This is an optimization exercise on Yosys and OpenROAD, whose aim is small area, not a production implementation.
Only simulation tests tie the RTL to the original design; equivalence was not proved.
No driver is modelled on the clock port, so clocking that relies on it looks cheaper here than on a real chip.

$ cat flow/config.mk
export PLATFORM = sky130hd
export DESIGN_NAME = sqrt
export DESIGN_NICKNAME = sqrt
export VERILOG_FILES = /design/flow/design.v
export SDC_FILE = /design/flow/constraint.sdc
export NUM_CORES = 4
export LEC_CHECK = 0
export CAP_MARGIN = 5
export CORE_MARGIN = 2
export CORE_UTILIZATION = 60
export CTS_BUF_LIST = sky130_fd_sc_hd__clkbuf_8
export CTS_CLUSTER_DIAMETER = 60
export CTS_CLUSTER_SIZE = 16
export SETUP_SLACK_MARGIN = 0.1
export SLEW_MARGIN = 5
export SYNTH_HIERARCHICAL = 1
export SYNTH_MINIMUM_KEEP_SIZE = 0
$ cat flow/constraint.sdc
create_clock -name core_clock -period 15.0 [get_ports {CLK}]
set_input_delay 3.0000 -clock core_clock [delete_from_list [all_inputs] [get_ports {CLK}]]
set_output_delay 3.0000 -clock core_clock [all_outputs]
set_load 0.01 [all_outputs]
$ cat flow/design.v
module sqrt(input RESET, PREVIOUS, NEXT,CLK, input [31:0] N , input [31:0] DELTA , output [63:0] m);
    reg        done;
    reg [31:0] s;
    reg [31:0] A;
    reg [31:0] B;
    reg        o;
    reg [31:0] nq;       
    reg        pcn;
    reg        p2n;
    reg        nz;       
    reg [30:0] dh;       
    reg [4:0]  it;
    reg [31:0] mr;
    assign m = {32'd0, mr};
    wire load   = PREVIOUS & NEXT;
    wire nxt    = NEXT & ~PREVIOUS;
    wire prv    = PREVIOUS & ~NEXT;
    wire active = load | ~done;
    wire [32:0] sum;
    wire [32:0] sk_c;
    assign sk_c[0] = 1'b0;
    genvar g;
    generate
        for (g = 0; g < 32; g = g + 1) begin : add_hl
            sqrt_fa u_fa (.a(A[g]), .b(B[g]), .c(sk_c[g]), .s(sum[g]), .co(sk_c[g+1]));
        end
    endgenerate
    assign sum[32] = sk_c[32];
    wire cy17 = sk_c[17];
    wire [31:0] c   = sum[32:1];
    wire [15:0] x   = c[15:0];
    wire [15:0] xn  = ~x;
    wire pp1;
    wire pp2;
    wire pp3;
    wire pp4;
    wire pp5;
    wire pp6;
    wire pp7;
    wire pp8;
    wire pp9;
    wire pp10;
    wire pp11;
    wire pp12;
    wire pp13;
    wire pp14;
    wire pp15;
    wire pp16;
    wire pp17;
    wire pp18;
    wire pp19;
    wire pp20;
    wire pp21;
    wire pp22;
    wire pp23;
    wire pp24;
    wire pp25;
    wire pp26;
    wire pp27;
    wire pp28;
    wire pp29;
    wire pp30;
    wire pp31;
    wire pp32;
    wire pp33;
    wire pp34;
    wire pp35;
    wire pp36;
    wire pp37;
    wire pp38;
    wire pp39;
    wire pp40;
    wire pp41;
    wire pp42;
    wire pp43;
    wire pp44;
    wire pp45;
    wire pp46;
    wire pp47;
    wire pp48;
    wire pp49;
    wire pp50;
    wire pp51;
    wire pp52;
    wire pp53;
    wire pp54;
    wire pp55;
    wire pp56;
    wire pp57;
    wire pp58;
    wire pp59;
    wire pp60;
    wire pp61;
    wire pp62;
    wire pp63;
    wire pp64;
    wire pp65;
    wire pp66;
    wire pp67;
    wire pp68;
    wire pp69;
    wire pp70;
    wire pp71;
    wire pp72;
    wire pp73;
    wire pp74;
    wire pp75;
    wire pp76;
    wire pp77;
    wire pp78;
    wire pp79;
    wire pp80;
    wire pp81;
    wire pp82;
    wire pp83;
    wire pp84;
    wire pp85;
    wire pp86;
    wire pp87;
    wire pp88;
    wire pp89;
    wire pp90;
    wire pp91;
    wire pp92;
    wire pp93;
    wire pp94;
    wire pp95;
    wire pp96;
    wire pp97;
    wire pp98;
    wire pp99;
    wire pp100;
    wire pp101;
    wire pp102;
    wire pp103;
    wire pp104;
    wire pp105;
    wire pp106;
    wire pp107;
    wire pp108;
    wire pp109;
    wire pp110;
    wire pp111;
    wire pp112;
    wire pp113;
    wire pp114;
    wire pp115;
    wire pp116;
    wire pp117;
    wire pp118;
    wire pp119;
    wire pp120;
    wire hs121;
    wire hc122;
    wire hs123;
    wire hc124;
    wire hs125;
    wire hc126;
    wire fs127;
    wire fc128;
    wire hs129;
    wire hc130;
    wire fs131;
    wire fc132;
    wire hs133;
    wire hc134;
    wire fs135;
    wire fc136;
    wire fs137;
    wire fc138;
    wire hs139;
    wire hc140;
    wire fs141;
    wire fc142;
    wire fs143;
    wire fc144;
    wire hs145;
    wire hc146;
    wire fs147;
    wire fc148;
    wire fs149;
    wire fc150;
    wire fs151;
    wire fc152;
    wire fs153;
    wire fc154;
    wire fs155;
    wire fc156;
    wire fs157;
    wire fc158;
    wire fs159;
    wire fc160;
    wire fs161;
    wire fc162;
    wire fs163;
    wire fc164;
    wire fs165;
    wire fc166;
    wire fs167;
    wire fc168;
    wire fs169;
    wire fc170;
    wire fs171;
    wire fc172;
    wire fs173;
    wire fc174;
    wire fs175;
    wire fc176;
    wire hs177;
    wire hc178;
    wire hs179;
    wire hc180;
    wire fs181;
    wire fc182;
    wire hs183;
    wire hc184;
    wire fs185;
    wire fc186;
    wire hs187;
    wire hc188;
    wire fs189;
    wire fc190;
    wire fs191;
    wire fc192;
    wire fs193;
    wire fc194;
    wire fs195;
    wire fc196;
    wire fs197;
    wire fc198;
    wire fs199;
    wire fc200;
    wire fs201;
    wire fc202;
    wire fs203;
    wire fc204;
    wire fs205;
    wire fc206;
    wire fs207;
    wire fc208;
    wire fs209;
    wire fc210;
    wire fs211;
    wire fc212;
    wire fs213;
    wire fc214;
    wire fs215;
    wire fc216;
    wire fs217;
    wire fc218;
    wire fs219;
    wire fc220;
    wire fs221;
    wire fc222;
    wire fs223;
    wire fc224;
    wire fs225;
    wire fc226;
    wire fs227;
    wire fc228;
    wire fs229;
    wire fc230;
    wire fs231;
    wire fc232;
    wire fs233;
    wire fc234;
    wire fs235;
    wire fc236;
    wire fs237;
    wire fc238;
    wire fs239;
    wire fc240;
    wire fs241;
    wire fc242;
    wire fs243;
    wire fc244;
    wire fs245;
    wire fc246;
    wire fs247;
    wire fc248;
    wire fs249;
    wire fc250;
    wire fs251;
    wire fc252;
    wire hs253;
    wire hc254;
    wire hs255;
    wire hc256;
    wire fs257;
    wire fc258;
    wire fs259;
    wire fc260;
    wire fs261;
    wire fc262;
    wire fs263;
    wire fc264;
    wire fs265;
    wire fc266;
    wire fs267;
    wire fc268;
    wire fs269;
    wire fc270;
    wire fs271;
    wire fc272;
    wire fs273;
    wire fc274;
    wire fs275;
    wire fc276;
    wire fs277;
    wire fc278;
    wire fs279;
    wire fc280;
    wire fs281;
    wire fc282;
    wire fs283;
    wire fc284;
    wire fs285;
    wire fc286;
    wire fs287;
    wire fc288;
    wire fs289;
    wire fc290;
    wire fs291;
    wire fc292;
    wire fs293;
    wire fc294;
    wire fs295;
    wire fc296;
    wire fs297;
    wire fc298;
    wire fs299;
    wire fc300;
    wire fs301;
    wire fc302;
    wire hs303;
    wire hc304;
    wire hs305;
    wire hc306;
    wire fs307;
    wire fc308;
    wire hs309;
    wire hc310;
    wire fs311;
    wire fc312;
    wire fs313;
    wire fc314;
    wire fs315;
    wire fc316;
    wire fs317;
    wire fc318;
    wire fs319;
    wire fc320;
    wire fs321;
    wire fc322;
    wire fs323;
    wire fc324;
    wire fs325;
    wire fc326;
    wire fs327;
    wire fc328;
    wire fs329;
    wire fc330;
    wire fs331;
    wire fc332;
    wire fs333;
    wire fc334;
    wire fs335;
    wire fc336;
    wire fs337;
    wire fc338;
    wire fs339;
    wire fc340;
    wire fs341;
    wire fc342;
    wire fs343;
    wire fc344;
    wire fs345;
    wire fc346;
    wire fs347;
    wire fc348;
    wire fs349;
    wire fc350;
    wire fs351;
    wire fc352;
    wire fs353;
    wire fc354;
    wire fs355;
    wire fc356;
    wire fs357;
    wire fc358;
    wire fs359;
    wire fc360;
    wire fs361;
    wire fc362;
    wire fs363;
    wire fc364;
    wire cc365;
    wire cc366;
    wire cc367;
    wire cc368;
    wire cc369;
    wire cc370;
    wire cc371;
    wire cc372;
    wire cc373;
    wire cc374;
    wire cc375;
    wire cc376;
    wire cc377;
    wire cc378;
    wire cc379;
    wire cc380;
    wire cc381;
    wire cc382;
    wire cc383;
    wire cc384;
    wire cc385;
    wire cc386;
    wire cc387;
    wire cc388;
    wire cc389;
    wire cc390;
    wire cc391;
    wire cc392;
    wire cc393;
    wire cc394;
    wire cc395;
    wire cc396;
    assign pp1 = ~(x[0] & x[1]);
    assign pp2 = ~(x[0] & x[2]);
    assign pp3 = ~(x[0] & x[3]);
    assign pp4 = ~(x[0] & x[4]);
    assign pp5 = ~(x[0] & x[5]);
    assign pp6 = ~(x[0] & x[6]);
    assign pp7 = ~(x[0] & x[7]);
    assign pp8 = ~(x[0] & x[8]);
    assign pp9 = ~(x[0] & x[9]);
    assign pp10 = ~(x[0] & x[10]);
    assign pp11 = ~(x[0] & x[11]);
    assign pp12 = ~(x[0] & x[12]);
    assign pp13 = ~(x[0] & x[13]);
    assign pp14 = ~(x[0] & x[14]);
    assign pp15 = ~(x[0] & x[15]);
    assign pp16 = ~(x[1] & x[2]);
    assign pp17 = ~(x[1] & x[3]);
    assign pp18 = ~(x[1] & x[4]);
    assign pp19 = ~(x[1] & x[5]);
    assign pp20 = ~(x[1] & x[6]);
    assign pp21 = ~(x[1] & x[7]);
    assign pp22 = ~(x[1] & x[8]);
    assign pp23 = ~(x[1] & x[9]);
    assign pp24 = ~(x[1] & x[10]);
    assign pp25 = ~(x[1] & x[11]);
    assign pp26 = ~(x[1] & x[12]);
    assign pp27 = ~(x[1] & x[13]);
    assign pp28 = ~(x[1] & x[14]);
    assign pp29 = ~(x[1] & x[15]);
    assign pp30 = ~(x[2] & x[3]);
    assign pp31 = ~(x[2] & x[4]);
    assign pp32 = ~(x[2] & x[5]);
    assign pp33 = ~(x[2] & x[6]);
    assign pp34 = ~(x[2] & x[7]);
    assign pp35 = ~(x[2] & x[8]);
    assign pp36 = ~(x[2] & x[9]);
    assign pp37 = ~(x[2] & x[10]);
    assign pp38 = ~(x[2] & x[11]);
    assign pp39 = ~(x[2] & x[12]);
    assign pp40 = ~(x[2] & x[13]);
    assign pp41 = ~(x[2] & x[14]);
    assign pp42 = ~(x[2] & x[15]);
    assign pp43 = ~(x[3] & x[4]);
    assign pp44 = ~(x[3] & x[5]);
    assign pp45 = ~(x[3] & x[6]);
    assign pp46 = ~(x[3] & x[7]);
    assign pp47 = ~(x[3] & x[8]);
    assign pp48 = ~(x[3] & x[9]);
    assign pp49 = ~(x[3] & x[10]);
    assign pp50 = ~(x[3] & x[11]);
    assign pp51 = ~(x[3] & x[12]);
    assign pp52 = ~(x[3] & x[13]);
    assign pp53 = ~(x[3] & x[14]);
    assign pp54 = ~(x[3] & x[15]);
    assign pp55 = ~(x[4] & x[5]);
    assign pp56 = ~(x[4] & x[6]);
    assign pp57 = ~(x[4] & x[7]);
    assign pp58 = ~(x[4] & x[8]);
    assign pp59 = ~(x[4] & x[9]);
    assign pp60 = ~(x[4] & x[10]);
    assign pp61 = ~(x[4] & x[11]);
    assign pp62 = ~(x[4] & x[12]);
    assign pp63 = ~(x[4] & x[13]);
    assign pp64 = ~(x[4] & x[14]);
    assign pp65 = ~(x[4] & x[15]);
    assign pp66 = ~(x[5] & x[6]);
    assign pp67 = ~(x[5] & x[7]);
    assign pp68 = ~(x[5] & x[8]);
    assign pp69 = ~(x[5] & x[9]);
    assign pp70 = ~(x[5] & x[10]);
    assign pp71 = ~(x[5] & x[11]);
    assign pp72 = ~(x[5] & x[12]);
    assign pp73 = ~(x[5] & x[13]);
    assign pp74 = ~(x[5] & x[14]);
    assign pp75 = ~(x[5] & x[15]);
    assign pp76 = ~(x[6] & x[7]);
    assign pp77 = ~(x[6] & x[8]);
    assign pp78 = ~(x[6] & x[9]);
    assign pp79 = ~(x[6] & x[10]);
    assign pp80 = ~(x[6] & x[11]);
    assign pp81 = ~(x[6] & x[12]);
    assign pp82 = ~(x[6] & x[13]);
    assign pp83 = ~(x[6] & x[14]);
    assign pp84 = ~(x[6] & x[15]);
    assign pp85 = ~(x[7] & x[8]);
    assign pp86 = ~(x[7] & x[9]);
    assign pp87 = ~(x[7] & x[10]);
    assign pp88 = ~(x[7] & x[11]);
    assign pp89 = ~(x[7] & x[12]);
    assign pp90 = ~(x[7] & x[13]);
    assign pp91 = ~(x[7] & x[14]);
    assign pp92 = ~(x[7] & x[15]);
    assign pp93 = ~(x[8] & x[9]);
    assign pp94 = ~(x[8] & x[10]);
    assign pp95 = ~(x[8] & x[11]);
    assign pp96 = ~(x[8] & x[12]);
    assign pp97 = ~(x[8] & x[13]);
    assign pp98 = ~(x[8] & x[14]);
    assign pp99 = ~(x[8] & x[15]);
    assign pp100 = ~(x[9] & x[10]);
    assign pp101 = ~(x[9] & x[11]);
    assign pp102 = ~(x[9] & x[12]);
    assign pp103 = ~(x[9] & x[13]);
    assign pp104 = ~(x[9] & x[14]);
    assign pp105 = ~(x[9] & x[15]);
    assign pp106 = ~(x[10] & x[11]);
    assign pp107 = ~(x[10] & x[12]);
    assign pp108 = ~(x[10] & x[13]);
    assign pp109 = ~(x[10] & x[14]);
    assign pp110 = ~(x[10] & x[15]);
    assign pp111 = ~(x[11] & x[12]);
    assign pp112 = ~(x[11] & x[13]);
    assign pp113 = ~(x[11] & x[14]);
    assign pp114 = ~(x[11] & x[15]);
    assign pp115 = ~(x[12] & x[13]);
    assign pp116 = ~(x[12] & x[14]);
    assign pp117 = ~(x[12] & x[15]);
    assign pp118 = ~(x[13] & x[14]);
    assign pp119 = ~(x[13] & x[15]);
    assign pp120 = ~(x[14] & x[15]);
    assign hs121 = ~(pp15 ^ pp28);
    assign hc122 = pp15 | pp28;
    assign hs123 = ~(pp9 ^ pp22);
    assign hc124 = pp9 | pp22;
    assign hs125 = ~(pp10 ^ pp23);
    assign hc126 = pp10 | pp23;
    sqrt_fa u_fs127 (.a(pp11), .b(pp24), .c(pp36), .s(fs127), .co(fc128));
    assign hs129 = ~(pp47 ^ pp57);
    assign hc130 = pp47 | pp57;
    sqrt_fa u_fs131 (.a(pp12), .b(pp25), .c(pp37), .s(fs131), .co(fc132));
    assign hs133 = ~(pp48 ^ pp58);
    assign hc134 = pp48 | pp58;
    sqrt_fa u_fs135 (.a(pp13), .b(pp26), .c(pp38), .s(fs135), .co(fc136));
    sqrt_fa u_fs137 (.a(pp49), .b(pp59), .c(pp68), .s(fs137), .co(fc138));
    assign hs139 = ~(pp76 ^ xn[7]);
    assign hc140 = pp76 | xn[7];
    sqrt_fa u_fs141 (.a(pp14), .b(pp27), .c(pp39), .s(fs141), .co(fc142));
    sqrt_fa u_fs143 (.a(pp50), .b(pp60), .c(pp69), .s(fs143), .co(fc144));
    assign hs145 = ~(pp77 ^ nq[15]);
    assign hc146 = pp77 | nq[15];
    sqrt_fa u_fs147 (.a(pp40), .b(pp51), .c(pp61), .s(fs147), .co(fc148));
    sqrt_fa u_fs149 (.a(pp70), .b(pp78), .c(pp85), .s(fs149), .co(fc150));
    sqrt_fa u_fs151 (.a(xn[8]), .b(nq[16]), .c(hs121), .s(fs151), .co(fc152));
    sqrt_fa u_fs153 (.a(pp29), .b(pp41), .c(pp52), .s(fs153), .co(fc154));
    sqrt_fa u_fs155 (.a(pp62), .b(pp71), .c(pp79), .s(fs155), .co(fc156));
    sqrt_fa u_fs157 (.a(pp86), .b(nq[17]), .c(hc122), .s(fs157), .co(fc158));
    sqrt_fa u_fs159 (.a(pp42), .b(pp53), .c(pp63), .s(fs159), .co(fc160));
    sqrt_fa u_fs161 (.a(pp72), .b(pp80), .c(pp87), .s(fs161), .co(fc162));
    sqrt_fa u_fs163 (.a(pp93), .b(xn[9]), .c(nq[18]), .s(fs163), .co(fc164));
    sqrt_fa u_fs165 (.a(pp54), .b(pp64), .c(pp73), .s(fs165), .co(fc166));
    sqrt_fa u_fs167 (.a(pp81), .b(pp88), .c(pp94), .s(fs167), .co(fc168));
    sqrt_fa u_fs169 (.a(pp65), .b(pp74), .c(pp82), .s(fs169), .co(fc170));
    sqrt_fa u_fs171 (.a(pp89), .b(pp95), .c(pp100), .s(fs171), .co(fc172));
    sqrt_fa u_fs173 (.a(pp75), .b(pp83), .c(pp90), .s(fs173), .co(fc174));
    sqrt_fa u_fs175 (.a(pp84), .b(pp91), .c(pp97), .s(fs175), .co(fc176));
    assign hs177 = ~(pp5 ^ pp18);
    assign hc178 = pp5 | pp18;
    assign hs179 = ~(pp6 ^ pp19);
    assign hc180 = pp6 | pp19;
    sqrt_fa u_fs181 (.a(pp7), .b(pp20), .c(pp32), .s(fs181), .co(fc182));
    assign hs183 = ~(pp43 ^ xn[4]);
    assign hc184 = pp43 | xn[4];
    sqrt_fa u_fs185 (.a(pp8), .b(pp21), .c(pp33), .s(fs185), .co(fc186));
    assign hs187 = ~(pp44 ^ nq[9]);
    assign hc188 = pp44 | nq[9];
    sqrt_fa u_fs189 (.a(pp34), .b(pp45), .c(pp55), .s(fs189), .co(fc190));
    sqrt_fa u_fs191 (.a(xn[5]), .b(nq[10]), .c(hs123), .s(fs191), .co(fc192));
    sqrt_fa u_fs193 (.a(pp35), .b(pp46), .c(pp56), .s(fs193), .co(fc194));
    sqrt_fa u_fs195 (.a(nq[11]), .b(hc124), .c(hs125), .s(fs195), .co(fc196));
    sqrt_fa u_fs197 (.a(pp66), .b(xn[6]), .c(nq[12]), .s(fs197), .co(fc198));
    sqrt_fa u_fs199 (.a(hc126), .b(fs127), .c(hs129), .s(fs199), .co(fc200));
    sqrt_fa u_fs201 (.a(pp67), .b(nq[13]), .c(fc128), .s(fs201), .co(fc202));
    sqrt_fa u_fs203 (.a(hc130), .b(fs131), .c(hs133), .s(fs203), .co(fc204));
    sqrt_fa u_fs205 (.a(nq[14]), .b(fc132), .c(hc134), .s(fs205), .co(fc206));
    sqrt_fa u_fs207 (.a(fs135), .b(fs137), .c(hs139), .s(fs207), .co(fc208));
    sqrt_fa u_fs209 (.a(fc136), .b(fc138), .c(hc140), .s(fs209), .co(fc210));
    sqrt_fa u_fs211 (.a(fs141), .b(fs143), .c(hs145), .s(fs211), .co(fc212));
    sqrt_fa u_fs213 (.a(fc142), .b(fc144), .c(hc146), .s(fs213), .co(fc214));
    sqrt_fa u_fs215 (.a(fs147), .b(fs149), .c(fs151), .s(fs215), .co(fc216));
    sqrt_fa u_fs217 (.a(fc148), .b(fc150), .c(fc152), .s(fs217), .co(fc218));
    sqrt_fa u_fs219 (.a(fs153), .b(fs155), .c(fs157), .s(fs219), .co(fc220));
    sqrt_fa u_fs221 (.a(fc154), .b(fc156), .c(fc158), .s(fs221), .co(fc222));
    sqrt_fa u_fs223 (.a(fs159), .b(fs161), .c(fs163), .s(fs223), .co(fc224));
    sqrt_fa u_fs225 (.a(nq[19]), .b(fc160), .c(fc162), .s(fs225), .co(fc226));
    sqrt_fa u_fs227 (.a(fc164), .b(fs165), .c(fs167), .s(fs227), .co(fc228));
    sqrt_fa u_fs229 (.a(xn[10]), .b(nq[20]), .c(fc166), .s(fs229), .co(fc230));
    sqrt_fa u_fs231 (.a(fc168), .b(fs169), .c(fs171), .s(fs231), .co(fc232));
    sqrt_fa u_fs233 (.a(pp96), .b(pp101), .c(nq[21]), .s(fs233), .co(fc234));
    sqrt_fa u_fs235 (.a(fc170), .b(fc172), .c(fs173), .s(fs235), .co(fc236));
    sqrt_fa u_fs237 (.a(pp102), .b(pp106), .c(xn[11]), .s(fs237), .co(fc238));
    sqrt_fa u_fs239 (.a(nq[22]), .b(fc174), .c(fs175), .s(fs239), .co(fc240));
    sqrt_fa u_fs241 (.a(pp92), .b(pp98), .c(pp103), .s(fs241), .co(fc242));
    sqrt_fa u_fs243 (.a(pp107), .b(nq[23]), .c(fc176), .s(fs243), .co(fc244));
    sqrt_fa u_fs245 (.a(pp99), .b(pp104), .c(pp108), .s(fs245), .co(fc246));
    sqrt_fa u_fs247 (.a(pp111), .b(xn[12]), .c(nq[24]), .s(fs247), .co(fc248));
    sqrt_fa u_fs249 (.a(pp105), .b(pp109), .c(pp112), .s(fs249), .co(fc250));
    sqrt_fa u_fs251 (.a(pp110), .b(pp113), .c(pp115), .s(fs251), .co(fc252));
    assign hs253 = ~(pp3 ^ pp16);
    assign hc254 = pp3 | pp16;
    assign hs255 = ~(pp4 ^ pp17);
    assign hc256 = pp4 | pp17;
    sqrt_fa u_fs257 (.a(pp30), .b(xn[3]), .c(nq[6]), .s(fs257), .co(fc258));
    sqrt_fa u_fs259 (.a(pp31), .b(nq[7]), .c(hc178), .s(fs259), .co(fc260));
    sqrt_fa u_fs261 (.a(nq[8]), .b(hc180), .c(fs181), .s(fs261), .co(fc262));
    sqrt_fa u_fs263 (.a(fc182), .b(hc184), .c(fs185), .s(fs263), .co(fc264));
    sqrt_fa u_fs265 (.a(fc186), .b(hc188), .c(fs189), .s(fs265), .co(fc266));
    sqrt_fa u_fs267 (.a(fc190), .b(fc192), .c(fs193), .s(fs267), .co(fc268));
    sqrt_fa u_fs269 (.a(fc194), .b(fc196), .c(fs197), .s(fs269), .co(fc270));
    sqrt_fa u_fs271 (.a(fc198), .b(fc200), .c(fs201), .s(fs271), .co(fc272));
    sqrt_fa u_fs273 (.a(fc202), .b(fc204), .c(fs205), .s(fs273), .co(fc274));
    sqrt_fa u_fs275 (.a(fc206), .b(fc208), .c(fs209), .s(fs275), .co(fc276));
    sqrt_fa u_fs277 (.a(fc210), .b(fc212), .c(fs213), .s(fs277), .co(fc278));
    sqrt_fa u_fs279 (.a(fc214), .b(fc216), .c(fs217), .s(fs279), .co(fc280));
    sqrt_fa u_fs281 (.a(fc218), .b(fc220), .c(fs221), .s(fs281), .co(fc282));
    sqrt_fa u_fs283 (.a(fc222), .b(fc224), .c(fs225), .s(fs283), .co(fc284));
    sqrt_fa u_fs285 (.a(fc226), .b(fc228), .c(fs229), .s(fs285), .co(fc286));
    sqrt_fa u_fs287 (.a(fc230), .b(fc232), .c(fs233), .s(fs287), .co(fc288));
    sqrt_fa u_fs289 (.a(fc234), .b(fc236), .c(fs237), .s(fs289), .co(fc290));
    sqrt_fa u_fs291 (.a(fc238), .b(fc240), .c(fs241), .s(fs291), .co(fc292));
    sqrt_fa u_fs293 (.a(fc242), .b(fc244), .c(fs245), .s(fs293), .co(fc294));
    sqrt_fa u_fs295 (.a(nq[25]), .b(fc246), .c(fc248), .s(fs295), .co(fc296));
    sqrt_fa u_fs297 (.a(xn[13]), .b(nq[26]), .c(fc250), .s(fs297), .co(fc298));
    sqrt_fa u_fs299 (.a(pp114), .b(pp116), .c(nq[27]), .s(fs299), .co(fc300));
    sqrt_fa u_fs301 (.a(pp117), .b(pp118), .c(xn[14]), .s(fs301), .co(fc302));
    assign hs303 = ~(xn[0] ^ nq[0]);
    assign hc304 = xn[0] | nq[0];
    assign hs305 = ~(nq[1] ^ p2n);
    assign hc306 = nq[1] | p2n;
    sqrt_fa u_fs307 (.a(pp1), .b(xn[1]), .c(nq[2]), .s(fs307), .co(fc308));
    assign hs309 = ~(pp2 ^ nq[3]);
    assign hc310 = pp2 | nq[3];
    sqrt_fa u_fs311 (.a(xn[2]), .b(nq[4]), .c(hs253), .s(fs311), .co(fc312));
    sqrt_fa u_fs313 (.a(nq[5]), .b(hc254), .c(hs255), .s(fs313), .co(fc314));
    sqrt_fa u_fs315 (.a(hs177), .b(hc256), .c(fs257), .s(fs315), .co(fc316));
    sqrt_fa u_fs317 (.a(hs179), .b(fc258), .c(fs259), .s(fs317), .co(fc318));
    sqrt_fa u_fs319 (.a(hs183), .b(fc260), .c(fs261), .s(fs319), .co(fc320));
    sqrt_fa u_fs321 (.a(hs187), .b(fc262), .c(fs263), .s(fs321), .co(fc322));
    sqrt_fa u_fs323 (.a(fs191), .b(fc264), .c(fs265), .s(fs323), .co(fc324));
    sqrt_fa u_fs325 (.a(fs195), .b(fc266), .c(fs267), .s(fs325), .co(fc326));
    sqrt_fa u_fs327 (.a(fs199), .b(fc268), .c(fs269), .s(fs327), .co(fc328));
    sqrt_fa u_fs329 (.a(fs203), .b(fc270), .c(fs271), .s(fs329), .co(fc330));
    sqrt_fa u_fs331 (.a(fs207), .b(fc272), .c(fs273), .s(fs331), .co(fc332));
    sqrt_fa u_fs333 (.a(fs211), .b(fc274), .c(fs275), .s(fs333), .co(fc334));
    sqrt_fa u_fs335 (.a(fs215), .b(fc276), .c(fs277), .s(fs335), .co(fc336));
    sqrt_fa u_fs337 (.a(fs219), .b(fc278), .c(fs279), .s(fs337), .co(fc338));
    sqrt_fa u_fs339 (.a(fs223), .b(fc280), .c(fs281), .s(fs339), .co(fc340));
    sqrt_fa u_fs341 (.a(fs227), .b(fc282), .c(fs283), .s(fs341), .co(fc342));
    sqrt_fa u_fs343 (.a(fs231), .b(fc284), .c(fs285), .s(fs343), .co(fc344));
    sqrt_fa u_fs345 (.a(fs235), .b(fc286), .c(fs287), .s(fs345), .co(fc346));
    sqrt_fa u_fs347 (.a(fs239), .b(fc288), .c(fs289), .s(fs347), .co(fc348));
    sqrt_fa u_fs349 (.a(fs243), .b(fc290), .c(fs291), .s(fs349), .co(fc350));
    sqrt_fa u_fs351 (.a(fs247), .b(fc292), .c(fs293), .s(fs351), .co(fc352));
    sqrt_fa u_fs353 (.a(fs249), .b(fc294), .c(fs295), .s(fs353), .co(fc354));
    sqrt_fa u_fs355 (.a(fs251), .b(fc296), .c(fs297), .s(fs355), .co(fc356));
    sqrt_fa u_fs357 (.a(fc252), .b(fc298), .c(fs299), .s(fs357), .co(fc358));
    sqrt_fa u_fs359 (.a(nq[28]), .b(fc300), .c(fs301), .s(fs359), .co(fc360));
    sqrt_fa u_fs361 (.a(pp119), .b(nq[29]), .c(fc302), .s(fs361), .co(fc362));
    sqrt_fa u_fs363 (.a(pp120), .b(xn[15]), .c(nq[30]), .s(fs363), .co(fc364));
    assign cc365 = pcn | hs303;
    assign cc366 = (hc304 & hs305) | (hc304 & cc365) | (hs305 & cc365);
    assign cc367 = (hc306 & fs307) | (hc306 & cc366) | (fs307 & cc366);
    assign cc368 = (fc308 & hs309) | (fc308 & cc367) | (hs309 & cc367);
    assign cc369 = (hc310 & fs311) | (hc310 & cc368) | (fs311 & cc368);
    assign cc370 = (fc312 & fs313) | (fc312 & cc369) | (fs313 & cc369);
    assign cc371 = (fc314 & fs315) | (fc314 & cc370) | (fs315 & cc370);
    assign cc372 = (fc316 & fs317) | (fc316 & cc371) | (fs317 & cc371);
    assign cc373 = (fc318 & fs319) | (fc318 & cc372) | (fs319 & cc372);
    assign cc374 = (fc320 & fs321) | (fc320 & cc373) | (fs321 & cc373);
    assign cc375 = (fc322 & fs323) | (fc322 & cc374) | (fs323 & cc374);
    assign cc376 = (fc324 & fs325) | (fc324 & cc375) | (fs325 & cc375);
    assign cc377 = (fc326 & fs327) | (fc326 & cc376) | (fs327 & cc376);
    assign cc378 = (fc328 & fs329) | (fc328 & cc377) | (fs329 & cc377);
    assign cc379 = (fc330 & fs331) | (fc330 & cc378) | (fs331 & cc378);
    assign cc380 = (fc332 & fs333) | (fc332 & cc379) | (fs333 & cc379);
    assign cc381 = (fc334 & fs335) | (fc334 & cc380) | (fs335 & cc380);
    assign cc382 = (fc336 & fs337) | (fc336 & cc381) | (fs337 & cc381);
    assign cc383 = (fc338 & fs339) | (fc338 & cc382) | (fs339 & cc382);
    assign cc384 = (fc340 & fs341) | (fc340 & cc383) | (fs341 & cc383);
    assign cc385 = (fc342 & fs343) | (fc342 & cc384) | (fs343 & cc384);
    assign cc386 = (fc344 & fs345) | (fc344 & cc385) | (fs345 & cc385);
    assign cc387 = (fc346 & fs347) | (fc346 & cc386) | (fs347 & cc386);
    assign cc388 = (fc348 & fs349) | (fc348 & cc387) | (fs349 & cc387);
    assign cc389 = (fc350 & fs351) | (fc350 & cc388) | (fs351 & cc388);
    assign cc390 = (fc352 & fs353) | (fc352 & cc389) | (fs353 & cc389);
    assign cc391 = (fc354 & fs355) | (fc354 & cc390) | (fs355 & cc390);
    assign cc392 = (fc356 & fs357) | (fc356 & cc391) | (fs357 & cc391);
    assign cc393 = (fc358 & fs359) | (fc358 & cc392) | (fs359 & cc392);
    assign cc394 = (fc360 & fs361) | (fc360 & cc393) | (fs361 & cc393);
    assign cc395 = (fc362 & fs363) | (fc362 & cc394) | (fs363 & cc394);
    assign cc396 = (nq[31] & fc364) | (nq[31] & cc395) | (fc364 & cc395);
    wire big = (|A[31:17]) | (|B[31:17]) | cy17;
    wire gt  = big | ((~(cc396)) & ~nz);
    wire [31:0] dpre  = load ? DELTA : {1'b0, dh};
    wire [31:0] duse  = RESET ? 32'd1 : {1'b0, dpre[31:1]};
    wire [4:0] itpre = load ? 5'd0 : it;
    reg  [31:0] sw;
    reg         p1, z1;
    integer i;
    always @* begin
        sw[0] = N[0] ^ load;
        p1 = 1'b1;
        z1 = 1'b1;
        for (i = 1; i < 32; i = i + 1) begin
            sw[i] = N[i] ^ ((nxt & p1) | ((prv | (load & ~N[0])) & z1));
            p1 = p1 & N[i];
            z1 = z1 & ~N[i];
        end
    end
    wire [31:0] b = load ? u : RESET ? 32'd1 : s;
    localparam K = 22;
    wire [31:0] a;
    wire [32:0] a_c;
    wire [31:0] dx = duse ^ {32{~nxt}};
    wire [31:K] t;
    wire [32:K] t_c;
    wire [32:K] t_p;
    assign a_c[0] = ~nxt;
    generate
        for (g = 0; g < K; g = g + 1) begin : add_a
            sqrt_fa u_fa (.a(b[g]), .b(dx[g]), .c(a_c[g]), .s(a[g]), .co(a_c[g+1]));
        end
        sqrt_ha u_ha (.a(b[K]), .b(dx[K]), .s(t[K]), .co(t_c[K+1]));
        for (g = K + 1; g < 32; g = g + 1) begin : add_t
            sqrt_fa u_fa (.a(b[g]), .b(dx[g]), .c(t_c[g]), .s(t[g]), .co(t_c[g+1]));
        end
        assign t_p[K] = a_c[K];
        for (g = K; g < 32; g = g + 1) begin : inc_t
            assign a[g]     = t[g] ^ t_p[g];
            assign t_p[g+1] = t_p[g] & t[g];
        end
    endgenerate
    reg [31:0] u;
    reg        q0;
    integer j;
    always @* begin
        u[0] = N[0] ^ nxt;
        q0 = (nxt & N[0]) | load;
        for (j = 1; j < 32; j = j + 1) begin
            u[j] = N[j] ^ q0;
            q0 = q0 & N[j];
        end
    end
    always @(posedge CLK) begin
        nq <= u;
        pcn <= ~prv;
        p2n <= ~load;
        nz <= (prv & ~|N) | (load & q0);
        dh <= dpre[31:1];
        it <= itpre + 5'd1;
        if (NEXT | PREVIOUS) begin
            s  <= sw;
        end
        if (active) begin
            done <= RESET | (itpre == 5'd17);
            mr   <= RESET ? 32'd1 : c;
            if (NEXT | PREVIOUS) begin
                A <= a;
                B <= b;
                o <= nxt;
            end else if (gt == o) begin
                A <= c;
            end else begin
                B <= c;
            end
        end
    end
endmodule
module sqrt_fa(input a, b, c, output s, co);
    assign s  = a ^ b ^ c;
    assign co = (a & b) | (a & c) | (b & c);
endmodule
module sqrt_ha(input a, b, output s, co);
    assign s  = a ^ b;
    assign co = a & b;
endmodule
$ cat flow/flow/run.sh
#!/bin/bash
# Standard ORFS layout with three changes: ports are buffered with the smallest
# buffer, clock tree synthesis inserts no dummy loads, and after clock tree
# synthesis the clock buffers whose flip-flop clock pins see a slow slew are
# upsized (flow/post_cts.tcl).
set -euo pipefail
here=$(pwd)
bash standard.sh \
  BUFFER_PORTS_ARGS="-buffer_cell sky130_fd_sc_hd__buf_1" \
  CTS_ARGS="-sink_clustering_enable -repair_clock_nets -sink_clustering_size 16 -sink_clustering_max_diameter 60 -buf_list {sky130_fd_sc_hd__clkbuf_8} -dont_use_dummy_load" \
  POST_CTS_TCL="$here/flow/post_cts.tcl" \
  finish > flow_make.log 2>&1
$ cat flow/flow/post_cts.tcl
# Upsize the clock buffers that drive flip-flop clock pins with a slow slew.
estimate_parasitics -placement
foreach pass {1 2 3} {
  set todo {}
  foreach p [get_pins -hierarchical */CLK] {
    if {[get_property $p slew_max] > 0.100} {
      set net [get_nets -of_objects $p]
      foreach d [get_pins -of_objects $net -filter "direction == output"] {
        lappend todo [get_full_name [get_cells -of_objects $d]]
      }
    }
  }
  set n 0
  foreach i [lsort -unique $todo] {
    set ref [get_property [get_cells $i] ref_name]
    set to ""
    if {$ref eq "sky130_fd_sc_hd__clkbuf_4"} { set to sky130_fd_sc_hd__clkbuf_8 }
    if {$ref eq "sky130_fd_sc_hd__clkbuf_8"} { set to sky130_fd_sc_hd__clkbuf_16 }
    if {$to ne ""} { replace_cell [get_cells $i] $to; incr n }
  }
  puts "post_cts pass $pass: upsized $n clock buffers"
  if {$n == 0} { break }
  estimate_parasitics -placement
}
detailed_placement
$ cat flow/standard.sh
#!/bin/bash
# synth_recipe.tcl (not shown) runs the flow's synth.tcl, then flattens the netlist and writes it again
# the make line also repeats each setting of config.mk as NAME=value (left out here)
make -C /OpenROAD-flow-scripts/flow DESIGN_CONFIG=/design/flow/config.mk WORK_HOME=/design/flow/orfs CLKGATE_MAP_FILE= SYNTH_SCRIPT=/design/flow/synth_recipe.tcl "${@:-finish}"
==> results of run 1 <==
-- how the worst min path moves through the flow --
stage,end,slack [ns],depth (start not counted)
floorplan,it[0],0.38,1
global placement,it[0],0.39,1
detailed placement,it[0],0.40,1
global route,it[0],0.44,1
finish,it[0],0.42,1
-- per-module statistics from Yosys (local to each module, per instance) --
| module | area, um^2 | flip-flops and latches |
|---|---|---|
| sqrt_fa | 20.02 | 0 |
| sqrt_ha | 12.51 | 0 |
| sqrt | 10780 | 200 |
-- worst reg2reg max path, delay by kind of cell (launching register included) --
kind                     cells  cell delay, ns
AND/OR/NAND/NOR              1            0.15
AO/OA/AOI/OAI                1            0.05
adder cells (fa/ha/maj)     32           13.17
flip-flops                   1            0.40
-- cell families (layout without fill, tap and decap cells) --
family	count (synthesis)	count (layout)	synth area share [%]
AND/OR/NAND/NOR	606	606	18.67
adder cells (fa/ha/maj)	232	232	29.35
flip-flops	200	200	37.42
buffers and inverters	161	190	5.136
AO/OA/AOI/OAI	117	117	5.304
XOR/XNOR	64	64	3.954
multiplexers	2	2	0.1412
other	1	35	0.02645
-- flip-flops by register name (all words and copies together), names as in the netlist --
signal	cells
A	32
B	32
dh	30
done	1
it	5
mr	32
nq	32
nz	1
o	1
p2n	1
pcn	1
s	32
-- cell type report --
cell class | count | area, um^2 | area share, %
antenna | 2 | 5.005 | 0.03329
tap | 319 | 399.1 | 2.655
sequential | 200 | 5305 | 35.29
timing repair buffer | 116 | 529.3 | 3.520
inverter | 57 | 216.5 | 1.440
multi-input combinational | 1054 | 8289 | 55.13
clock buffer | 17 | 290.3 | 1.931
-- stage by stage --
step | setup WS, ns | hold WS [ns] | utilization [%] | area (um^2)
floorplan | 0.7297 | 0.3778 | - | 14300
global placement | 0.1893 | 0.3894 | 63.17 | 14740
detailed placement | 0.1875 | 0.3998 | 63.17 | 14740
global route | 0.1490 | 0.4432 | 64.41 | 15030
finish | 0.5578 | 0.4197 | 64.44 | 15030
-- layout by cell type (no fill, tap or decap), types with 3 or more instances in the layout --
| cell type | instances |
|---|---|
| sky130_fd_sc_hd__nand2_1 | 374 |
| sky130_fd_sc_hd__fa_1 | 169 |
| sky130_fd_sc_hd__edfxtp_1 | 130 |
| sky130_fd_sc_hd__buf_1 | 97 |
| sky130_fd_sc_hd__nor2_1 | 83 |
| sky130_fd_sc_hd__dfxtp_1 | 70 |
| sky130_fd_sc_hd__ha_1 | 59 |
| sky130_fd_sc_hd__xnor2_1 | 54 |
| sky130_fd_sc_hd__inv_1 | 51 |
| sky130_fd_sc_hd__nand3_1 | 41 |
| sky130_fd_sc_hd__a31oi_1 | 36 |
| sky130_fd_sc_hd__conb_1 | 33 |
| sky130_fd_sc_hd__o21ai_0 | 27 |
| sky130_fd_sc_hd__nor2b_1 | 24 |
| sky130_fd_sc_hd__a21oi_1 | 17 |
| sky130_fd_sc_hd__nor3_1 | 17 |
| sky130_fd_sc_hd__buf_4 | 16 |
| sky130_fd_sc_hd__and2_1 | 14 |
| sky130_fd_sc_hd__nor4_1 | 13 |
| sky130_fd_sc_hd__clkbuf_8 | 12 |
| sky130_fd_sc_hd__xor2_1 | 10 |
| sky130_fd_sc_hd__nand4_1 | 9 |
| sky130_fd_sc_hd__o22ai_1 | 7 |
| sky130_fd_sc_hd__a22oi_1 | 7 |
| sky130_fd_sc_hd__and3_1 | 5 |
| sky130_fd_sc_hd__clkbuf_16 | 5 |
| sky130_fd_sc_hd__nand3b_1 | 4 |
| sky130_fd_sc_hd__or2_2 | 4 |
| sky130_fd_sc_hd__maj3_1 | 4 |
| sky130_fd_sc_hd__a211oi_1 | 3 |
| sky130_fd_sc_hd__clkinv_1 | 3 |
-- metal layers --
layer | track usage (%) | routed length (um) | vias to the layer above
met2 | 44.29 | 15480 | 420
met5 | 0 | 13 | -
li1 | - | - | 4633
met4 | 6.017 | 417 | 2
met3 | 6.871 | 3247 | 34
met1 | 44.53 | 15830 | 4878
==> notes.md, run 1 <==
Outcome
The flow ran to the end and the layout has no timing, DRC or antenna violations.

Worst hold path
The start point of the worst hold path is it[0]. The worst hold path class is reg -> reg.

STA
The number of hold violations in the final report is 0. Setup violations remaining at the end of the flow were counted as 0. At the pin with the least slew margin, the transition time is around 1.2 ns.

Subtracting the final worst setup slack from the clock period gives 14.44 ns. Summed over all failing endpoints, the final setup total negative slack is 0 ns. Setup repair after global routing left no endpoint under its margin. Static timing analysis puts the maximum clock frequency at 69.24 MHz.

The clock arrives with 0.03425 ns of skew. The headroom to the max-slew limit is 21.18%. The final max-slew violation count is 0. The share of the cycle needed by the critical path after routing is between 90% and 100%.

Clock tree
For the worst-skew pair, the clock arrives at the later sink with an insertion delay of 0.49 ns. The TritonCTS clock tree is done. Counting every sink on the clock net gives 200. The clock slew at the register clock pins of the worst setup and hold paths is 0.09 ns.

Cells and area
Relative to the synthesized area, the layout overhead comes to 6.045%. The filler cells instantiated in the layout total slightly below 2000. The final net count is 1742. Cells with a size suffix above 1 make up 3.809% of the layout. The non-filler instance count after layout is 1765.

Critical path
The worst reg-to-reg setup slack is around 0.97 ns. STA classifies the critical path startpoint as a primary input. For this design, the slowest cell found on the critical path is sky130_fd_sc_hd__fa_1.

The number of cells traversed by the worst register-to-register path is 34. STA puts the critical path data required time at 15.19 ns. The worst setup path is captured at a flop.

Among cell families on the critical path, the largest total delay comes from adder cells. The most prevalent standard cell on the critical path is sky130_fd_sc_hd__fa_1. The worst setup path is of the in -> reg kind. The maximum net fanout on the critical path is 2. In this design, the stage delay of the slowest critical-path cell is 0.45 ns. The endpoint of the worst setup timing path is A[31].

The critical path starts at NEXT. In this run the number of cells on the critical path is 38. The number of buffers and inverters on the critical path is 1. The worst flop-to-flop path endpoint is B[30]. STA puts the critical path data arrival time at 14.63 ns. The source of the worst register-to-register timing path is A[0].

Logic synthesis
In the post-synthesis netlist, the biggest area contributors are sky130_fd_sc_hd__edfxtp_1, sky130_fd_sc_hd__fa_1, sky130_fd_sc_hd__nand2_1, sky130_fd_sc_hd__dfxtp_1, sky130_fd_sc_hd__ha_1. The area fraction of the dominant cell type after synthesis is 27.54%. The number of enable flip-flop cells after synthesis is 130. The yosys synthesis warning count is 7. In the synthesized netlist the async set-or-reset flop fraction comes to 0%. Ranked by instance count, the synthesized netlist is headed by sky130_fd_sc_hd__nand2_1, sky130_fd_sc_hd__fa_1, sky130_fd_sc_hd__edfxtp_1. In the synthesized netlist, the number of instances is about 1400. The most frequent cell after synthesis is sky130_fd_sc_hd__nand2_1. The number of different library cells used by synthesis comes to 59. A synthesized cell averages 10.25 um^2.

The cell area after synthesis is 14180 um^2. The most used flip-flop cell after synthesis is sky130_fd_sc_hd__edfxtp_1. The cell accounting for the most synthesized area is sky130_fd_sc_hd__edfxtp_1.

The sequential cell area fraction in the yosys report is between 30 and 40%. The post-synthesis register bit count is 200.

Drt
The number of vias after detailed routing is 9967. The detail-routed net length per standard cell is 19.83 um. The total routed wirelength is 34.99 mm. The vias per cell is 5.647.

The number of nets with antenna violations after routing is 0. The number of remaining DRC errors is 0. The detailed router finished its first iteration with around 830 violations. The first detailed-routing pass ran for 7 iterations.

Global route
The number of antenna violations at the first check in global routing was 3. The total grt overflow is 0. The wire length of the first global-routing pass is 54.73 mm. In the global route stage, overall resource usage came out at about 30%. The via count of the first global-routing pass was 9850. The largest net degree at the start of global routing is 84.

Place
Summed over all nets, the half-perimeter wirelength after detailed placement is about 27 mm. Including well taps, the total number of placed cells is 1746. The count of port buffers added during placement is 98. The final weighted congestion in routability-driven placement is 0.8956.

Die
The floorplan row count is 56. From left edge to right edge, the die measures 157.7 um. The chip height is 157.7 um.

The initial standard-cell utilization of the core is 60.76%. 132 I/O pins were placed. The die area is 24870 um^2. The core area is 23330 um^2.

Flow run
The count of maximum capacitance violations is 0.
==> inputs of run 2 (changes only) <==
--- a/flow/config.mk
+++ b/flow/config.mk
@@ -7,5 +7,5 @@
 export LEC_CHECK = 0
-export CAP_MARGIN = 5
+export CAP_MARGIN = 20
 export CORE_MARGIN = 2
-export CORE_UTILIZATION = 60
+export CORE_UTILIZATION = 50
 export CTS_BUF_LIST = sky130_fd_sc_hd__clkbuf_8
@@ -14,3 +14,3 @@
 export SETUP_SLACK_MARGIN = 0.1
-export SLEW_MARGIN = 5
+export SLEW_MARGIN = 20
 export SYNTH_HIERARCHICAL = 1
==> notes.md, run 2 <==
Outcome
The run finished with no timing, DRC or antenna violations.

STA
The clock skew is about 0.036 ns. For the pin with the worst max-slew slack, the measured transition is between 1 and 1.5 ns. The total setup violations reported at the end of the flow is 0. The share of the cycle needed by the critical path after routing is 96.06%. The number of hold violations in the final report is 0. In this run the tightest slew margin relative to its limit is about 22%. Setup repair after global routing left no endpoint under its margin. Setup total negative slack on the finished layout was measured at 0 ns. Hold is met by 0.4160 ns. The maximum clock rate is 69.40 MHz.

The final max-slew violation count is 0. The final critical delay including setup and external delays is roughly 14 ns.

Cells and area
The share of cells above drive strength 1 is 3.942%. The antenna diode count is 0. Compared with the post-synthesis result, the final layout area differs by 6.407%. After the flow finishes, the layout carries non-filler instances totaling 1824.

At the end of the flow, the number of nets in the layout was roughly 1700. The finished cells cover 15090 um^2. Leaving out fill and tap cells, the most frequent cell in the layout is sky130_fd_sc_hd__nand2_1.

In the layout the commonest cells are sky130_fd_sc_hd__nand2_1, sky130_fd_sc_hd__fa_1, sky130_fd_sc_hd__edfxtp_1, sky130_fd_sc_hd__buf_1, sky130_fd_sc_hd__nor2_1.

Global route
The total grt overflow is 0. The global router's overall resource usage is 25.40%. The first global-routing pass estimated 55.81 mm of wire. The largest net degree at the start of global routing is 112. The via count of the first global-routing pass came to 9741. The number of antenna violations at the first check in global routing is 1.

Critical path
The number of buffers and inverters on the critical path is 1. The type of destination of the critical path is a flop. The required arrival time at the worst endpoint is approximately 15 ns. The largest single stage delay on the critical path is 0.45 ns.

The kind of critical path is in -> reg. On the critical path, the stage with the largest delay is an instance of sky130_fd_sc_hd__fa_1. The arrival time reported for the critical path endpoint is 14.61 ns. On the critical path the largest part of the delay comes from adder cells. STA classifies the critical path startpoint as a primary input.

The most prevalent standard cell on the critical path is sky130_fd_sc_hd__fa_1. The maximum net fanout on the critical path is 2.

Logic synthesis
Counting instances in the post-synthesis netlist gives the leading cell types as sky130_fd_sc_hd__nand2_1, sky130_fd_sc_hd__fa_1, sky130_fd_sc_hd__edfxtp_1. The average size of a mapped cell is 10.25 um^2. The number of cells produced by synthesis is 1383. The area fraction of the dominant cell type after synthesis is 27.54%. The mapped netlist covers 14180 um^2. During synthesis, Yosys emitted a total of 7 warnings. Counting flops with an async set or reset pin after synthesis yields a share of 0%. For this run, the register share of the synthesized area comes to 37.42%.

The number of distinct library cells after synthesis is approximately 60. The most instantiated flip-flop cell in the synthesis netlist is sky130_fd_sc_hd__edfxtp_1. The number of enable flip-flop cells after synthesis is 130. The cell accounting for the most synthesized area is sky130_fd_sc_hd__edfxtp_1.

Counting flops and latches in the post-synthesis netlist gives 200. Sorting the synthesized cells by area gives the leading types as sky130_fd_sc_hd__edfxtp_1, sky130_fd_sc_hd__fa_1, sky130_fd_sc_hd__nand2_1, sky130_fd_sc_hd__dfxtp_1, sky130_fd_sc_hd__ha_1. The most common cell in the synthesized netlist is sky130_fd_sc_hd__nand2_1.

Drt
In this run the remaining antenna-violating nets after routing total 0. The count of routing violations after the opening detailed-route iteration is 792. After detailed routing, the average wire length per cell comes to between 15 and 20 um.

Using the TritonRoute via totals, the vias-per-cell ratio works out to 5.414. Summed over all layers, the routed wires come to between 30 and 40 mm. For this block, the via count after detailed routing is 9875. For this run, the detailed router's first-pass iteration total came to 7.

For this run, design rule violations remaining after detail routing come to 0.

Die
After floorplanning, the core was sized to cover 27860 um^2. The die outline width is 172.4 um. The die is 172.4 um tall. The initial standard-cell utilization of the core is 50.89%. The die covers 29720 um^2. The floorplan row count is 61. During I/O placement, the number of pins put on the boundary was between 100 and 150.

Clock tree
The TritonCTS clock tree is done. The clock reaches the later pin of the worst-skew pair after between 0.4 and 0.5 ns. The clock drives 200 sinks.

After clock tree synthesis, the clock-pin slew on the worst setup and hold paths is roughly 0.090 ns.

Flow run
Across the run, the number of max-cap violations was 0.

Place
The final weighted congestion in routability-driven placement is about 0.84. The detailed-placement wirelength estimate is ~27 mm. The total placed cells including tap cells is 1807. In this run the cell area measured after placement is 14800 um^2.

During placement, the flow inserted port buffers numbering about 100.

Worst hold path
The worst hold path class is reg -> reg.
[run 2: cell counts after synthesis]
Identical to the previous run, type by type.
[run 2: final timing paths]
check,start,end,slack (ns),cells past startpoint
hold / removal,it[0],it[0],0.42,1
setup reg to reg,A[0],mr[30],0.93,33
hold reg to reg,it[0],it[0],0.42,1
setup / recovery,NEXT,A[31],0.59,38
[run 2: logic make-up after synthesis]
| group | share of synthesized area [%] |
|---|---|
| AND/OR/NAND/NOR | 18.67 |
| adder cells (fa/ha/maj) | 29.35 |
| flip-flops | 37.42 |
| buffers and inverters | 5.136 |
| AO/OA/AOI/OAI | 5.304 |
| XOR/XNOR | 3.954 |
| multiplexers | 0.1412 |
| other | 0.02645 |
[run 2: routing by layer]
layer,vias up,part of all wire [%],track usage [%]
met1,4845,47,38.65
met3,26,7.2,4.738
met4,2,1.2,5.005
met2,361,44,38.21
met5,-,0.031,0
li1,4641,-,-
[run 2: area by class of cell]
| cell class | count | area, um^2 |
|---|---|---|
| inverters | 57 | 216.5 |
| clock buffers | 17 | 279.0 |
| fillers | 2571 | 12770 |
| well taps | 378 | 473.0 |
| flip-flops and latches | 200 | 5305 |
| multi-input cells | 1054 | 8289 |
| repair buffers | 118 | 523.0 |
[run 2: metrics by stage]
step	worst slack, ns	util (%)
global route	0.2965	54.15
finish	0.5910	54.15
floorplan	0.7297	-
detailed placement	0.2116	53.14
global placement	0.1808	53.14
[run 2: per-module statistics from Yosys, one instance, submodules excluded]
| module | flip-flops and latches | times used | cell area (um^2) | cells inside |
|---|---|---|---|---|
| sqrt_fa | 0 | 169 | 20.02 | 1 |
| sqrt | 200 | 1 | 10780 | 1213 |
| sqrt_ha | 0 | 1 | 12.51 | 1 |
==> inputs of run 3 (changes only) <==
--- a/flow/design.v
+++ b/flow/design.v
@@ -753,5 +753,5 @@
         end
-        assign t_p[K] = a_c[K];
+        assign t_p[K] = 1'b1;
         for (g = K; g < 32; g = g + 1) begin : inc_t
-            assign a[g]     = t[g] ^ t_p[g];
+            assign a[g]     = t[g] ^ (a_c[K] & t_p[g]);
             assign t_p[g+1] = t_p[g] & t[g];
--- a/flow/config.mk
+++ b/flow/config.mk
@@ -13,2 +13,3 @@
 export CTS_CLUSTER_SIZE = 16
+export GPL_TIMING_DRIVEN = 0
 export SETUP_SLACK_MARGIN = 0.1
==> notes.md, run 3 <==
Outcome
The run finished with no timing, DRC or antenna violations.

STA
Setup repair after global routing left no endpoint under its margin. Derived from the worst setup path, the maximum achievable clock frequency is 68.73 MHz. Setup violations remaining at the end of the flow were counted as 0. The number of hold violations in the final report is 0. The actual transition at the worst max-transition pin is 1.113 ns. The clock period could shrink to roughly 15 ns. Clock skew on the completed layout was measured at 0.03874 ns.

The final critical path takes up 97.00% of the cycle. The headroom to the max-slew limit is 25.46%. The final max-slew violation count is 0. The tightest hold margin is 0.4130 ns.

Drt
Using the TritonRoute via totals, the vias-per-cell ratio works out to 5.390. Dividing the detail-routed wire length by the instance count gives 20.04 um. The number of nets with antenna violations after routing is 0. The first detailed-routing pass took 5 iterations. In the routed design, unresolved DRC markers number 0. The count of routing violations after the opening detailed-route iteration is 782.

Wires add up to 38.06 mm. For this block, the via count after detailed routing is 10235.

Logic synthesis
The cell accounting for the most synthesized area is sky130_fd_sc_hd__edfxtp_1. The mapped netlist covers 14140 um^2. After synthesis, the cell types taking the most area are sky130_fd_sc_hd__edfxtp_1, sky130_fd_sc_hd__fa_1, sky130_fd_sc_hd__dfxtp_1, sky130_fd_sc_hd__nand2_1, sky130_fd_sc_hd__ha_1. Sequential elements use 37.52% of the synthesized area.

Summed over its instances, the top area cell type makes up 27.61% of the synthesized netlist area. Of all flip-flops after synthesis, the portion carrying an async set or reset was 0%. The most frequent cell after synthesis is sky130_fd_sc_hd__nand2_1. The number of distinct library cells after synthesis is 64. In this run, synthesis inferred between 100 and 150 flip-flops with an integrated enable. The average size of a mapped cell is about 10 um^2.

The most instantiated flip-flop cell in the synthesis netlist is sky130_fd_sc_hd__edfxtp_1. In the synthesized netlist, the cells that appear most often are sky130_fd_sc_hd__nand2_1, sky130_fd_sc_hd__fa_1, sky130_fd_sc_hd__edfxtp_1. The yosys synthesis warning count is 7. Counting flops and latches in the post-synthesis netlist gives 200. The cell count after synthesis came out at roughly 1400.

Critical path
The startpoint type of the worst setup path is a primary input. Among cell families on the critical path, the largest total delay comes from adder cells. The number of buffers and inverters on the critical path is 3.

In this run the worst setup path begins at RESET. In this run the worst path has a maximum fanout of 10. STA classifies the critical path endpoint as a flop. The required arrival time at the worst endpoint is 15.25 ns. The number of cells traversed by the worst register-to-register path is 34. The master of the slowest instance on the critical path is sky130_fd_sc_hd__clkbuf_1.

The arrival time reported for the critical path endpoint is between 10 and 15 ns. By startpoint and endpoint, the worst setup path is classified as in -> reg. The largest stage delay on the critical path is 0.60 ns. The startpoint identified for the worst register-to-register timing path is A[0]. The logic depth of the worst setup path including buffers is 32. By instance count, the cell type seen most on the critical path is sky130_fd_sc_hd__fa_1.

Cells and area
The antenna diode count is 0. The area of all placed cells without fillers is about 15000 um^2. The final net count is 1811.

Relative to the synthesized area, the layout overhead comes to 9.282%. The number of fill cells is 2618. The non-filler instance count after layout is roughly 1900. The commonest non-fill, non-tap cell in the layout is sky130_fd_sc_hd__nand2_1.

Registers take 5305 um^2. The area occupied by multi-input gates is 8253 um^2. In the layout the commonest cells are sky130_fd_sc_hd__nand2_1, sky130_fd_sc_hd__fa_1, sky130_fd_sc_hd__edfxtp_1, sky130_fd_sc_hd__buf_1, sky130_fd_sc_hd__nor2_1. The post-route netlist has under 10% of its cells at a drive strength greater than 1.

Global route
For met2 alone, demand over resource in global routing was 42.05%. Global routing used around 39% of the available met1 tracks. The via count of the first global-routing pass is 10070.

In this run the most used layer during global routing was met2. For met3 alone, demand over resource in global routing was 5.219%. Entering global routing, the biggest net connects 42 pins. The number of antenna violations at the first check in global routing came to 0.

The total grt overflow is 0. The wire length of the first global-routing pass is 58.50 mm. Across every metal layer, demand over resource in global routing totals 26.95%.

Clock tree
CTS saw 200 sinks. The TritonCTS clock tree is done. The clock reaches the later pin of the worst-skew pair after roughly 0.5 ns. The clock slew at the register clock pins of the worst setup and hold paths is 0.10 ns.

Place
The cell area after placement is 15180 um^2. Once placement completed, the tool counted placed cells totaling 1882. Summed over all nets, the half-perimeter wirelength after detailed placement is approximately 30 mm. Routability-driven placement finished with a final weighted congestion of 0.8760. The count of port buffers added during placement is between 90 and 100.

Worst hold path
The hold-critical path depth is 1. The start point of the worst hold path is it[0]. The worst hold path class is reg -> reg.

Die
The chip height is 172.2 um. The number of top-level design ports is 132. The die outline width is 172.2 um. The initial standard-cell utilization of the core is 50.90%. The core region is 27780 um^2. In this run the core area contains 61 standard-cell rows.

The die covers 29640 um^2.

Flow run
The tool flagged a number of max-cap violations equal to 0.
## run 3: cell count changes after synthesis, moves of 4 or more
cell / before / now
sky130_fd_sc_hd__ha_1: 59 / 51
sky130_fd_sc_hd__nand2_1: 376 / 358
sky130_fd_sc_hd__nor3_1: 18 / 14
sky130_fd_sc_hd__or3_1: 2 / 6
sky130_fd_sc_hd__xnor2_1: 54 / 50
sky130_fd_sc_hd__xor2_1: 10 / 20
## run 3: final timing paths
| path | to | slack, ns |
|---|---|---|
| max | A[30] | 0.45 |
| min | it[0] | 0.41 |
| max reg2reg | B[30] | 0.84 |
| min reg2reg | it[0] | 0.41 |
## run 3: cell type report
| type | count | share of cell area, % |
|---|---|---|
| repair buffers | 102 | 2.834 |
| inverters | 55 | 1.336 |
| clock buffers | 17 | 1.733 |
| flip-flops and latches | 200 | 34.33 |
| well taps | 378 | 3.061 |
| plain buffers | 102 | 3.296 |
| multi-input cells | 1045 | 53.41 |
## run 3: metrics by stage
| stage | utilization, % | TNS, ns | worst slack (ns) |
|---|---|---|---|
| 3_5_place_dp | 54.65 | -0.05174 | -0.03745 |
| 2_1_floorplan | - | 0 | 1.436 |
| 6_report | 55.62 | 0 | 0.4502 |
| 3_3_place_gp | 54.34 | -55.61 | -1.736 |
| 5_1_grt | 55.62 | 0 | 0.1656 |
## run 3: Yosys stat by module (local to each module, per instance)
module   flops+latches  cells inside
sqrt_ha              0             1
sqrt               200          1200
sqrt_fa              0             1
## run 3: logic make-up (layout without fill, tap and decap cells)
| kind of cell | Yosys count | in the layout | synth area share, % |
|---|---|---|---|
| AOI/OAI and AO/OA | 122 | 122 | 5.469 |
| xor gates and xnor gates | 70 | 70 | 4.336 |
| adders and majority gates | 224 | 224 | 28.72 |
| buffers and inverters | 157 | 276 | 5.017 |
| DFF | 200 | 200 | 37.52 |
| muxes | 2 | 2 | 0.2301 |
| other | 1 | 33 | 0.02652 |
| and+or+nand+nor | 594 | 594 | 18.68 |
## run 3: per-layer routing
layer / vias to the layer above / routed length, um
li1: 4787 / -
met4: 0 / 873
met2: 406 / 17120
met5: - / 0
met3: 54 / 2756
met1: 4988 / 17310
==> inputs of run 4 (changes only) <==
--- a/flow/config.mk
+++ b/flow/config.mk
@@ -9,3 +9,3 @@
 export CORE_MARGIN = 2
-export CORE_UTILIZATION = 50
+export CORE_UTILIZATION = 65
 export CTS_BUF_LIST = sky130_fd_sc_hd__clkbuf_8
@@ -13,2 +13,3 @@
 export CTS_CLUSTER_SIZE = 16
+export GPL_ROUTABILITY_DRIVEN = 0
 export GPL_TIMING_DRIVEN = 0
==> notes.md, run 4 <==
Outcome
The run finished with no timing, DRC or antenna violations.

Logic synthesis
The cell area after synthesis is 14140 um^2. The most frequent cell after synthesis is sky130_fd_sc_hd__nand2_1. Counting flops with an async set or reset pin after synthesis yields a share of 0%. The yosys synthesis warning count is 7. The post-synthesis register bit count is 200.

The synthesized design devotes to its leading area cell type between 20% and 30% of total area. Synthesis instantiated 64 different standard cells from the library. The number of enable flip-flop cells after synthesis is 130. After technology mapping, the gate count stands at around 1400. By area the synthesized netlist is led by sky130_fd_sc_hd__edfxtp_1, sky130_fd_sc_hd__fa_1, sky130_fd_sc_hd__dfxtp_1, sky130_fd_sc_hd__nand2_1, sky130_fd_sc_hd__ha_1.

Die
The die outline width is 151.5 um. The core area is around 21000 um^2. The floorplan has 53 rows. The die area is 22950 um^2. The initial standard-cell utilization of the core is 66.84%.

Cells and area
The final net count is 1813. The share of the core filled with cells in the final layout is between 70% and 80%. Of the cells placed in the final design, the portion with a size suffix greater than 1 is between 5 and 6%.

In the layout the commonest cells are sky130_fd_sc_hd__nand2_1, sky130_fd_sc_hd__fa_1, sky130_fd_sc_hd__edfxtp_1, sky130_fd_sc_hd__buf_1, sky130_fd_sc_hd__nor2_1. The commonest non-fill, non-tap cell in the layout is sky130_fd_sc_hd__nand2_1.

Critical path
STA classifies the critical path startpoint as a primary input. The required arrival time at the worst endpoint is 15.22 ns. The maximum net fanout on the critical path is 11. Across all register-to-register paths, the minimum setup slack is around 0.82 ns. The most prevalent standard cell on the critical path is sky130_fd_sc_hd__fa_1. STA classifies the critical path endpoint as a flop. The master of the slowest instance on the critical path is sky130_fd_sc_hd__fa_1. The kind of critical path is in -> reg.

The critical path startpoint is NEXT. The startpoint identified for the worst register-to-register timing path is A[0]. Following the worst setup path forward leads to its endpoint at A[31]. The largest stage delay on the critical path is 0.54 ns.

STA
Setup repair after global routing left no endpoint under its margin. Hold is met by just over 0.4 ns. Derived from the worst setup path, the maximum achievable clock frequency is 68.71 MHz. The total setup violations reported at the end of the flow is 0.

For the finished layout, the period the worst path requires is 14.55 ns. The post-layout worst setup margin is between 0.4 and 0.5 ns. The clock skew is 0.03725 ns. The final max-slew violation count was 0. The number of hold violations in the final report is 0.

The worst pin sits at a relative slew slack of 42.62%.

Drt
The number of vias after detailed routing is 10494. In the routed layout, each cell is associated on average with a via count of 5.833. The count of routing violations after the opening detailed-route iteration is roughly 950. After detailed routing, the total wire length is 36.62 mm.

For this block, wires on met1 add up to 15.63 mm. After detailed routing, the average wire length per cell comes to 20.36 um. The met2 wirelength from detailed routing is 16.27 mm. Routed signal wires occupy layers up through met4.

In the routed design, unresolved DRC markers number 0. The sum of met3 wire segment lengths after detailed routing is 3.873 mm.

Clock tree
The clock latency at the later pin of the worst-skew pair is 0.49 ns. Counting every sink on the clock net gives 200.

Place
OpenSTA, run right after detailed placement, puts the worst setup slack at approximately 0.021 ns. The count of port buffers added during placement is 97. The HPWL after detailed placement is 29.61 mm.

Global route
For this run, the total global-route usage over all layers was measured as approximately 33%. The total overflow left after global routing is 0. The number of antenna violations at the first check in global routing is 0. The via count of the first global-routing pass is 10226. The first global-routing pass estimated 56.09 mm of wire.

Worst hold path
The min-delay analysis places its worst path in the category reg -> reg.
run 4: cell count changes in the layout (fill, tap and decap cells not counted), sizes merged:
cell and change:
diode +1, buf +2
run 4: worst min-delay path by stage:
stage / start / end / slack, ns / cells after the start
6_report: it[0] / it[0] / 0.41 / 1
3_5_place_dp: it[0] / it[0] / 0.39 / 1
3_3_place_gp: it[0] / it[0] / 0.39 / 1
2_1_floorplan: it[0] / it[0] / 0.38 / 1
5_1_grt: it[0] / it[0] / 0.43 / 1
run 4: Yosys stat by module, one instance, submodules excluded:
module | cells inside | flops+latches | cell area [um^2] | times used
sqrt | 1200 | 200 | 10740 | 1
sqrt_fa | 1 | 0 | 20.02 | 169
sqrt_ha | 1 | 0 | 12.51 | 1
run 4: kinds of logic (layout without fill, tap and decap cells):
logic type	count (synthesis)	in the layout	share of synthesized area, %
XOR/XNOR	70	70	4.336
multiplexers	2	2	0.2301
other	1	34	0.02652
buffers and inverters	157	278	5.017
AND/OR/NAND/NOR	594	594	18.68
adder cells (fa/ha/maj)	224	224	28.72
AO/OA/AOI/OAI	122	122	5.469
flip-flops	200	200	37.52
run 4: metrics by stage:
| step | instances | setup TNS [ns] | cell area (um^2) |
|---|---|---|---|
| 3_5_place_dp | 1781 | 0 | 15090 |
| 2_1_floorplan | 1402 | 0 | 14260 |
| 6_report | 1799 | 0 | 15360 |
| 3_3_place_gp | 1774 | -41.62 | 14970 |
| 5_1_grt | 1798 | 0 | 15360 |
run 4: critical path: cells and delay by family:
family | cells | cell delay [ns]
xor+xnor | 1 | 0.23
fa+ha+maj | 22 | 9.11
buf+inv | 4 | 1.02
compound gates | 1 | 0.10
simple gates | 5 | 1.30
run 4: routing by layer:
layer,track usage [%],vias up
li1,-,4789
met1,48.22,5085
met2,51.40,560
met3,8.144,60
met4,9.213,0
met5,0,-
run 4: final cells by class:
cell class / count / area, um^2
antenna: 1 / 2.502
buffer: 102 / 505.5
clock buffer: 17 / 267.8
fill: 1589 / 5789
inverter: 55 / 206.4
multi-input combinational: 1045 / 8253
sequential: 200 / 5305
tap: 275 / 344.1
timing repair buffer: 104 / 480.5

separate check: timing with driven ports:
The flow's constraints put no driver on any port. The routed layouts listed below were extracted and timed again, unchanged, in two steps. Step 1: set_driving_cell puts a clkbuf_16 on CLK and a buf_2 on each other input, an assumption about the parent block. Step 2 moves the port delays by t, midway between the first and last clock arrival at a register: inputs arrive t later, outputs are due t later. That takes back most of the time a late clock gives input paths. Three values: ideal ports, drivers, drivers and shift; two values: the first two.
run	t, ns	slack for setup (ns)	latest minus earliest clock arrival (ns)	cell pins on the clock port's net
run 1	0.512	0.558 / 0.576 / 0.064	0.035 / 0.036	1
run 2	0.518	0.591 / 0.609 / 0.091	0.036 / 0.036	1
run 3	0.518	0.450 / 0.468 / -0.049	0.039 / 0.039	1
run 4	0.517	0.446 / 0.471 / -0.046	0.037 / 0.038	1
With both steps, setup timing fails in run 3 and run 4, where it was met with ideal ports. The setup slack of run 2, which loses most, moves by +0.018 ns with the drivers and by -0.500 ns with both steps.
